From an optimization exercise on the open Yosys and OpenROAD flow, aimed at small area, a short achievable clock period and few clock cycles; shortcuts taken in it are not production practice. No driver is modelled on the clock port, so clocking that relies on it looks cheaper here than on a real chip. No activity file was given, so power comes from the tool's default toggle rates.

job 101:
==> flow/design.v (excerpt) <==
module FinalCPU(
	output	wire	[31:0]	imem_addr,
	output	wire			wb_valid,
	output	wire	[4:0]	wb_addr,
	output	wire	[31:0]	wb_data,
	input	wire	[31:0]	imem_data,
	input	wire			rst,
	input	wire			clk
);
Settings: LEC_CHECK=0, CAP_MARGIN=20, CORE_MARGIN=2, CORE_UTILIZATION=55, CTS_BUF_LIST=sky130_fd_sc_hd__clkbuf_8, CTS_CLUSTER_DIAMETER=60, CTS_CLUSTER_SIZE=14, SETUP_SLACK_MARGIN=5, SLEW_MARGIN=65, SYNTH_HIERARCHICAL=1, SYNTH_MINIMUM_KEEP_SIZE=0, TNS_END_PERCENT=0; clock period 8.0 ns.
standard.sh (not shown) runs the stock make flow with config.mk's settings and CLKGATE_MAP_FILE= SYNTH_SCRIPT=/design/flow/synth_recipe.tcl, a recipe that flattens the netlist after the stock synthesis.
==> flow/flow/run.sh <==
#!/bin/bash
# Layout flow: the standard flow with three extra steps, run through
# ORFS's step hooks:
#  - before floorplanning (flow/downsize.tcl): each combinational cell goes
#    back to its smallest size; timing repair then upsizes where needed;
#  - before clock-tree synthesis (flow/io_buffers.tcl): the port buffers get a
#    plain buffer cell;
#  - at the end of global routing (flow/post_grt.tcl): a second timing repair
#    of all endpoints within 0.15 ns of the worst.
# Each step's full output goes to a log file here.
set -euo pipefail
W=$(pwd)
bash standard.sh synth > synth.log 2>&1
bash standard.sh floorplan PRE_FLOORPLAN_TCL="$W/flow/downsize.tcl" > floorplan.log 2>&1
bash standard.sh place > place.log 2>&1
bash standard.sh cts PRE_CTS_TCL="$W/flow/io_buffers.tcl" > cts.log 2>&1
bash standard.sh grt POST_GLOBAL_ROUTE_TCL="$W/flow/post_grt.tcl" > grt.log 2>&1
bash standard.sh finish > layout.log 2>&1
test -f out/final.def
Other scripts of this flow, unchanged in this note and not shown: flow/flow/downsize.tcl, flow/flow/io_buffers.tcl, flow/flow/post_grt.tcl
Job 101 finished every stage and its layout cleared the timing, DRC and antenna checks.
Edits applied to the flow inputs when going from job 101 to job 102:
Settings: swapping 60 for 80 in CTS_CLUSTER_DIAMETER; clearing CTS_BUF_LIST, which used to be sky130_fd_sc_hd__clkbuf_8; swapping 14 for 24 in CTS_CLUSTER_SIZE; putting PLACE_DENSITY at 0.7 where nothing was set; swapping 55 for 62 in CORE_UTILIZATION.
==> comparison <==
Combinational power share was higher in the run labelled job 101.
Job 102 vs job 101 on sequential share of cell area: job 102 is the higher one.
Looking at library cell contributing the largest single delay on the critical path, the sky130_fd_sc_hd__dfxtp_1 result is from job 102; the sky130_fd_sc_hd__dfxtp_4 one comes from job 101.
Of job 102 and job 101, job 101 shows the higher cell count, with job 102 below it.
Taking job 101 as the reference, in job 102 switching fraction of total power saw a decrease; minimum setup slack in the final design saw a decrease; DRC violation count after routing saw little to no change.
Job 101 -> job 102: count of clock-buffer cells in the layout decreased by a little under 10%
#### Input delta (job 103 over job 102)
Settings: PLACE_DENSITY no longer set, was 0.7; CORE_UTILIZATION now 50, was 62; SLEW_MARGIN now 60, was 65.
### Flow results
| initial antenna violation count | higher: job 103 |. Job 103 -> job 102: synthesized area delta 0, exact match. Measured against each other, job 103 and job 102 differ in sequential share of layout area, the lower figure coming from job 102. From job 102 to job 103 the numbers moved as follows: final design area excluding fillers now sits lower, cell count higher, maximum cell stage delay along the critical path went down, first-pass GRT wire length rose 1.1%, utilization after layout shrank by 14 points. As of job 103, routed wire length had risen slightly compared to job 102. When job 103 is measured against job 102, its buffer count excluding the clock tree in the final layout turns out 20% lower. Compared with job 102, the detailed router inserted fewer vias in job 103.
The following lists how job 104 was set up differently from job 103:
Settings: a change of CORE_UTILIZATION from 50 to 55; a change of SLEW_MARGIN from 60 to 65.
## What came out
- The higher half-perimeter wire length after detailed placement came out of job 104.
- Job 104 — sequential fraction of total cell area 1.0 points lower, job 103 as reference
- Between job 103 and job 104, the flow reports met3 wire length increasing by a few percent.
- Diff job 103 -> job 104: via count of the first global-routing pass up about 0.4%; number of fillers in the final layout went down about 15%; utilization of the core after routing higher; relative area change from synthesis to final layout increased by 1.9 points relative to the old numbers.
- Job 104 vs job 103: worst setup slack up in job 104
- [job 104 vs job 103] share of the clock period used by the worst path: lower in job 104
No run of this note included a check of the RTL's function; only the layout flow was run.

* * *

== red ==
Another version of the RTL of FinalCPU (not shown whole).
Size: about 6400 cells after synthesis, about 100 I/O pins, ~95000 µm² of cells after synthesis.
==> flow/config.mk <==
export PLATFORM = sky130hd
export DESIGN_NAME = FinalCPU
export DESIGN_NICKNAME = FinalCPU
export VERILOG_FILES = /design/flow/design.v
export SDC_FILE = /design/flow/constraint.sdc
export NUM_CORES = 8
export LEC_CHECK = 0
export CAP_MARGIN = 20
export CORE_MARGIN = 2
export CORE_UTILIZATION = 50
export CTS_CLUSTER_DIAMETER = 80
export CTS_CLUSTER_SIZE = 24
export SETUP_SLACK_MARGIN = 5
export SLEW_MARGIN = 60
export SYNTH_HIERARCHICAL = 1
export SYNTH_MINIMUM_KEEP_SIZE = 0
export TNS_END_PERCENT = 0
==> flow/constraint.sdc <==
create_clock -name core_clock -period 8.0 [get_ports {clk}]
set_input_delay 1.6000 -clock core_clock [delete_from_list [all_inputs] [get_ports {clk}]]
set_output_delay 1.6000 -clock core_clock [all_outputs]
set_load 0.01 [all_outputs]
==> flow/flow/post_grt.tcl <==
# After ORFS's own repair at global routing: repair every endpoint whose slack
# is within 0.15 ns of the worst, so that the near-critical paths (which the
# repair of the single worst path leaves as they are) get some margin before
# detailed routing changes the parasitics. Then re-route the changed nets and
# rewrite the route guides, as global_route.tcl does.
estimate_parasitics -global_routing
set wns [worst_slack -max]
set margin [expr {$wns + 0.15}]
puts "post_grt: worst slack $wns, repairing endpoints below [format %.3f $margin]"
repair_timing -setup -setup_margin $margin -repair_tns 100 -match_cell_footprint -verbose
global_route -start_incremental
detailed_placement
global_route -end_incremental -congestion_report_file $::env(REPORTS_DIR)/congestion_post_grt_hook.rpt
estimate_parasitics -global_routing
puts "post_grt: worst slack now [worst_slack -max]"
write_guides $::env(RESULTS_DIR)/route.guide
Scripts as last shown in full above: flow/flow/run.sh
Other scripts of this flow, unchanged in this note and not shown: flow/flow/downsize.tcl, flow/flow/io_buffers.tcl
red has completed all stages; timing, DRC and antenna checks passed.
Inputs modified between red and blue:
- SLEW_MARGIN: 60 -> 65
- CORE_UTILIZATION: 50 -> 55
diff --git a/flow/flow/run.sh b/flow/flow/run.sh
--- a/flow/flow/run.sh
+++ b/flow/flow/run.sh
@@ -9 +9 @@
-#    of all endpoints within 0.15 ns of the worst.
+#    of all endpoints within 0.3 ns of the worst.
diff --git a/flow/flow/post_grt.tcl b/flow/flow/post_grt.tcl
--- a/flow/flow/post_grt.tcl
+++ b/flow/flow/post_grt.tcl
@@ -2 +2 @@
-# is within 0.15 ns of the worst, so that the near-critical paths (which the
+# is within 0.3 ns of the worst, so that the near-critical paths (which the
@@ -8 +8 @@
-set margin [expr {$wns + 0.15}]
+set margin [expr {$wns + 0.3}]
Notes after the runs:
For the arrival time of data at the critical path endpoint, blue came in 0.05 ns higher than red did. blue ended with more switching power summed over all nets than red. Changes observed in blue relative to red: cell area +about 2.7%, non-clock buffer count now larger. Diff red -> blue: wire length of the first global-routing pass was more or less identical; wire length on met1 went up by 1.3%; initial DRC count went up by 293; count of non-filler cells in the finished layout went down by 116.
Function was not checked in any run of this note: the RTL went through the layout flow alone.

==> what the ideal ports hide <==
The results above use ideal ports. As a check the final layouts listed here were re-extracted and re-timed, cells and wires unchanged.
Step 1 sets driving cells, clkbuf_16 on the clock port and buf_2 on the other inputs (assumed; they add their load-dependent delay and slew).
Step 2 moves the port delays by t, midway between the first and last clock arrival at a register: inputs arrive t later, outputs are due t later. That takes back most of the time a late clock gives input paths.
Three values: ideal ports, drivers, drivers and shift; two values: the first two.
run | t, ns | slack for setup (ns) | slew at the worst register clock pin (ns) | pins driven straight from the clock port
job 101 | 1.112 | 4.701 / 4.701 / 4.701 | 0.10 / 0.10 | 1
job 102 | 0.876 | 4.560 / 4.560 / 4.560 | 0.10 / 0.10 | 1
job 103 | 0.925 | 4.519 / 4.519 / 4.519 | 0.10 / 0.10 | 1
job 104 | 0.923 | 4.663 / 4.663 / 4.663 | 0.10 / 0.10 | 1
red | 0.899 | 4.680 / 4.680 / 4.680 | 0.10 / 0.10 | 1
blue | 0.919 | 4.676 / 4.676 / 4.676 | 0.10 / 0.10 | 1
After both steps setup and hold are still met in every run listed.
